Background: an optimization exercise with open tools, aiming at small area and a short achievable clock period. Do not read the settings as production practice.
Function was not checked in any run shown here: the RTL went through the layout flow alone.
Power is estimated from default activity; no workload was simulated.

==> flow/design.v (outline; a module is shown in full before it is edited, if it fits) <==
// module alu: 650 lines
module alu(FPUCLK, RST, A, B, CTRL, OUT);
  // ...
==> flow/flow/run.sh <==
#!/bin/bash
set -euo pipefail
cd "$(dirname "$0")/.."
export BUFFER_PORTS_ARGS="-buffer_cell sky130_fd_sc_hd__buf_2"
export SYNTH_ARGS="-noabc"
bash standard.sh > standard_flow.log 2>&1
==> flow/standard.sh <==
#!/bin/bash
# synth_recipe.tcl (not shown) runs the flow's synth.tcl, then flattens the netlist and writes it again
# the make line also repeats each setting of config.mk as NAME=value (left out here)
make -C /OpenROAD-flow-scripts/flow DESIGN_CONFIG=/design/flow/config.mk WORK_HOME=/design/flow/orfs CLKGATE_MAP_FILE= SYNTH_SCRIPT=/design/flow/synth_recipe.tcl "${@:-finish}"
==> flow/config.mk <==
export PLATFORM = sky130hd
export DESIGN_NAME = alu
export DESIGN_NICKNAME = alu
export VERILOG_FILES = /design/flow/design.v
export SDC_FILE = /design/flow/constraint.sdc
export NUM_CORES = 4
export LEC_CHECK = 0
export CAP_MARGIN = 20
export CELL_PAD_IN_SITES_DETAIL_PLACEMENT = 1
export CORE_MARGIN = 2
export CORE_UTILIZATION = 35
export SETUP_SLACK_MARGIN = 3.2
export SLEW_MARGIN = 20
export TNS_END_PERCENT = 5
==> flow/constraint.sdc <==
create_clock -name core_clock -period 7.0 [get_ports {FPUCLK}]
set_input_delay 1.4000 -clock core_clock [delete_from_list [all_inputs] [get_ports {FPUCLK}]]
set_output_delay 1.4000 -clock core_clock [all_outputs]
set_load 0.01 [all_outputs]
==> out/results.txt, run 1 <==
Top pwr grp -> combinational logic
Fraction of area in registers -> 23.8%
Biggest register -> r2_m
N_taps -> 756
Post-Syn Area -> 20,100 um2
Top Usage Layer GRT -> met2
Switch Pwr -> 0.00560 W
Hold path startpoint -> r2_zero
Mux contribution to synthesized area -> 8.22%
P_int -> 0.00631 W
Total power -> 0.0119 W
Status -> complete, no violations
Number of port buffers -> 99
Util after Layout -> 39.7%
Post-Layout Cell Count -> 2,878
Slew HR -> 20.5%
Post-DR wirelength/cell -> 22.6 um
Main synth FF type -> dfxtp_1
R2r startpoint -> r2_m[6]
Initial Utilization -> 35.5%
Post-synthesis xor/xnor area fraction -> 2.83%
Initial antenna violation count -> 0
P_comb -> 0.00784 W
Final-report hold violation count -> 0
Max Clock Skew -> 0.0202 ns
Vias per cell -> 5.53
Largest registers -> r2_m: 92 flops, r3_m: 25 flops
Top cell type's share of synthesized area -> 25.6%
Clock buffer depth -> 3
DP HPWL -> 47.6 mm
Post-Place Setup Slack -> 1.87 ns
Power share of the clock group -> 13.3%
Most frequent cells after synthesis -> nor2_1, fa_1, dfxtp_1, inv_1, a21oi_1
Final worst-path cycle share -> 54.9%
Ys Warns -> 1
GR Util met2 -> 38.2%
Reg2reg path depth -> 13
Shortest period the worst path allows -> 3.85 ns
Most common cell after layout, fill and taps aside -> nor2_1
Via count -> 15,900
DRC viols -> 0
Post-synthesis register bit count -> 256
#MultiIn Comb -> 1,542
==> run 2, diff against run 1 <==
--- a/flow/design.v
+++ b/flow/design.v
@@ -22,33 +22,33 @@
   wire [7:0] e_mul = ea + eb + 8'h81;
   wire s_mul = sa ^ sb;
   reg [22:0] nma, nmb;      
   reg r1_swap, r1_mul, r1_sub, r1_sa, r1_sb, r1_inf, r1_zero;
   reg [7:0] r1_d;
   reg r1_sp;
   reg [7:0] r1_ea, r1_eb;
   always @(posedge FPUCLK) begin
-    nma <= ~(swap ? fb : fa);    
-    nmb <= ~(swap ? fa : fb);
+    nma <= ~fa;
+    nmb <= ~fb;
     r1_swap <= swap;
     r1_mul <= mul0;
     r1_sub <= ~mul0 & eff_sub;
     r1_d <= dab;
     r1_sp <= sp_a | sp_b;
     r1_ea <= mul0 ? e_mul : ea;
     r1_eb <= eb;
     r1_sa <= mul0 ? s_mul : ((a_inf | b_inf) ? inf_s_add : sa);
     r1_sb <= (a_inf | b_inf) ? inf_s_add : (sp_b ? (sb | sub0) : (sb ^ sub0));
     r1_inf <= a_inf | b_inf;
     r1_zero <= mul0 & (a_zero | b_zero);
   end
   wire [22:0] ma = ~nma, mb = ~nmb;
-  wire [22:0] xa = ma;
-  wire [22:0] xb = mb;
+  wire [22:0] xa = r1_swap ? mb : ma;
+  wire [22:0] xb = r1_swap ? ma : mb;
   wire [23:0] big = {1'b1, xa};
   wire neg = r1_d[7];
   wire [6:0] u = r1_d[6:0] ^ {7{neg}};
   wire [4:0] r1_sh = u[4:0];
   wire r1_shbig = (|u[6:5]) | (&u[4:3]) | (neg & (u[4:0] == 5'd23)) | r1_sp;
   wire [23:0] sh0 = {1'b1, xb};
   wire [23:0] sh1 = r1_sh[0] ? {1'b0, sh0[23:1]} : sh0;
   wire [23:0] sh2 = r1_sh[1] ? {2'b0, sh1[23:2]} : sh1;
==> flow/config.mk (replaced) <==
export PLATFORM = sky130hd
export DESIGN_NAME = alu
export DESIGN_NICKNAME = alu
export VERILOG_FILES = /design/flow/design.v
export SDC_FILE = /design/flow/constraint.sdc
export NUM_CORES = 4
export LEC_CHECK = 0
export CAP_MARGIN = 20
export CELL_PAD_IN_SITES_DETAIL_PLACEMENT = 1
export CORE_MARGIN = 2
export CORE_UTILIZATION = 35
export SETUP_SLACK_MARGIN = 3.6
export SLEW_MARGIN = 20
export TNS_END_PERCENT = 5
==> out/results.txt, run 2 <==
Vias in the first global route -> 17,800
Final Slew Violations -> 0
Final-report hold violation count -> 0 (unchanged)
Hold Crit Class -> reg2reg
RSZ-0062 raised after global routing -> true
First-pass GRT wire length -> 104 mm
Crit Path Max Fanout -> 4
Max Clock Skew -> 0.0137 ns (-0.00649 ns)
Cell taking the most area after synthesis -> fa_1
Horiz. Die Dim -> 244 um
CTS Sinks -> 256
Initial antenna violation count -> 0 (unchanged)
Number of port buffers -> 99 (unchanged)
Util after Layout -> 40.2% (+0.49 points)
Core area -> 56,700 um2
GR Util met2 -> 38.0% (-0.15 points)
Most frequent cells in the layout -> nor2_1, fa_1, dfxtp_1
Most frequent cells after synthesis -> nor2_1, fa_1, dfxtp_1, inv_1, clkbuf_1
CTS clock-pin slew for the worst setup and hold paths -> 0.06 ns
# IOs -> 101
Biggest register -> r2_m
Cell row count -> 87
Antenna cells -> 0
Worst skew pair latency -> 0.59 ns
Ranking of synthesized cells by area -> fa_1, dfxtp_1, nor2_1, ha_1, dfrtp_1
Clock root cell -> clkbuf_16
Yosys cell types -> 72
Post-Syn Nets -> 2,485
Share of layout cells above drive strength 1 -> 17.6%
DRT iter0 DRCs -> 1,012
Via count -> 16,100 (+1.1%)
Top cell type's share of synthesized area -> 25.5% (-0.13 points)
Mean post-synth cell area -> 9.75 um2
DP HPWL -> 49.0 mm (+2.9%)
Max reg flops -> 92
CP Capture Type -> flop
Worst VDD drop -> 233 uV
Total CTS buffers -> 29
Area grow syn2layout -> 13.2%
Leakage power -> 10.0 nW
CTS tree -> yes
Crit. Startpoint -> r2_m[28]
Grt total ovfl -> 0
Largest net degree at the start of global routing -> 101
H-tree Lvls -> 1
GP Congestion -> 0.951
Top Usage Layer GRT -> met2
Total power -> 0.0100 W (-16%)
Post-DR wirelength/cell -> 23.2 um (+2.9%)
Most common cell after layout, fill and taps aside -> nor2_1
Post-DRT Antenna Nets -> 0
Power Density -> 440 nW/um2
Most instantiated library cell after synthesis -> nor2_1
Ys Warns -> 1 (unchanged)
Initial Utilization -> 35.6% (+0.040 points)
Max-cap violations -> 0
Post-synthesis register bit count -> 256 (unchanged)
Slew HR -> 25.6% (+5.1 points)
Post-Layout Cell Count -> 2,899 (+0.73%)
Setup TNS -> 0 ns
Sequential area share after synthesis -> 26.3%
Setup CP Type -> reg2reg
Hold path startpoint -> r2_e[0]
Post-Syn Area -> 20,200 um2 (+0.50%)
Worst path arrival time -> 4.44 ns
Largest registers -> r2_m: 92 flops, r3_m: 25 flops
Setup-failing EPs final -> 0
CP Launch Type -> flop
Met1 GRT Util -> 29.0%
R2r startpoint -> r2_m[28]
Total GRT Usage -> 22.5%
Die area -> 59,600 um2
Status -> complete, no violations
Placed cells -> 2,833
Shortest period the worst path allows -> 3.93 ns (+0.0866 ns)
Grt met3 use -> 3.07%
Die extent in y -> 244 um
Post-Synthesis Cells -> 2,069
FMAX -> 254 MHz
DRT Pass-1 Iters -> 5
WL final -> 67.4 mm
Main synth FF type -> dfxtp_1
Final worst-path cycle share -> 56.2% (+1.2 points)
Hold Buf Count CTS -> 0
Layout Nets -> 2,536
DRC viols -> 0 (unchanged)
Number of flops mapped to enable cells by yosys -> 0
Vias per cell -> 5.55 (+0.32%)
Actual slew at the worst max-slew pin -> 1.11 ns
Data required time of the critical path -> 7.50 ns
Ys async rst share -> 14.5%
Clock buffer depth -> 3 (unchanged)
[run 2: cell count changes after synthesis, moves of 13 or more]
cell	before	now
nand3_1	53	17
mux2i_1	91	59
inv_1	134	157
clkbuf_1	81	101
mux2_2	21	41
mux4_2	3	18
nor3_1	23	36
xnor2_1	34	47
[run 2: cells by family after synthesis]
logic type,after synthesis,synth area share (%)
buffers and inverters,279,5.42
AOI/OAI and AO/OA,342,10.9
xor gates and xnor gates,67,2.95
adders and majority gates,347,31.1
and+or+nand+nor,651,15.0
DFF,256,26.3
muxes,127,8.40
[run 2: where the power goes]
part	total [W]	internal, W	switching, W	leakage, nW
clock	0.00157	0.000910	0.000660	0.490
sequential	0.00228	0.00190	0.000376	2.27
combinational	0.00620	0.00271	0.00348	7.24
[run 2: final timing paths]
kind	end	slack, ns	depth (start not counted)
hold / removal	r3_e[0]	0.32	0
hold reg to reg	r3_e[0]	0.32	0
max in group asynchronous	r4_f[20]	5.59	1
setup reg to reg	r3_m[23]	3.07	12
setup / recovery	r3_m[23]	3.07	12
min in group asynchronous	r4_f[21]	0.90	1
[run 2: final cells by class]
type	count	area [um2]
clock inverters	18	184
inverters	157	589
well taps	756	946
clock buffers	36	813
flip-flops and latches	256	5340
repair buffers	142	916
fillers	6365	33900
multi-input cells	1534	14000
[run 2: through the flow]
step           area (um2)  hold slack, ns  setup slack (ns)
6_report            22800           0.323              3.07
5_1_grt             22800           0.332              3.01
4_1_cts             22700           0.324              3.13
3_5_place_dp        21400           0.313              2.80
3_3_place_gp        21400           0.313              2.79
2_1_floorplan       20200           0.310              3.49
[run 2: critical path, cell delays in order, from the launching register on]
cell,delay [ns]
dfxtp_1,0.31
fa_1,0.57
fa_2,0.51
ha_4,0.20
or4_4,0.53
a21o_1,0.17
o211ai_1,0.13
o41a_1,0.30
o31ai_2,0.09
or4_4,0.53
a31o_4,0.24
a21oi_2,0.13
xnor2_1,0.13
[run 2: per-layer routing]
layer | share of wire, % | vias to the layer above
met5 | 0 | -
met4 | 4.5 | 0
met3 | 5.5 | 174
met2 | 48 | 578
met1 | 42 | 8283
li1 | - | 7050
[run 2: timing repair]
item	4_1_cts	5_1_grt
gates cloned	2	0
setup endpoints to repair	79	90
endpoints found under the hold margin	0	0
setup buffers	4	6
gates resized for setup	48	25
pin swaps	15	24

==> static timing again, ports no longer ideal <==
How much do the figures lean on ideal ports? The routed layouts below were timed once more, with nothing changed but the port constraints.
Step 1 assumes that a clkbuf_16 drives the clock port and a buf_2 every other input.
Step 2, shift: input delay + t, output delay - t, t = (earliest + latest rising clock arrival at the registers) / 2. This alone moves slack from input paths to output paths.
a / b / c = ideal ports / drivers / drivers and shift; a / b = the first two.
run	shift t [ns]	setup slack, ns	worst setup path after step 2	worst data-port slew with drivers (ns)
run 1	0.620	3.155 / 3.155 / 2.632	input to register	0.04
run 2	0.638	3.068 / 3.068 / 3.019	input to register	0.06
After both steps every run listed still meets setup and hold. For run 1, which loses most, drivers alone change the setup slack by 0.000 ns; drivers and shift together by -0.523 ns.
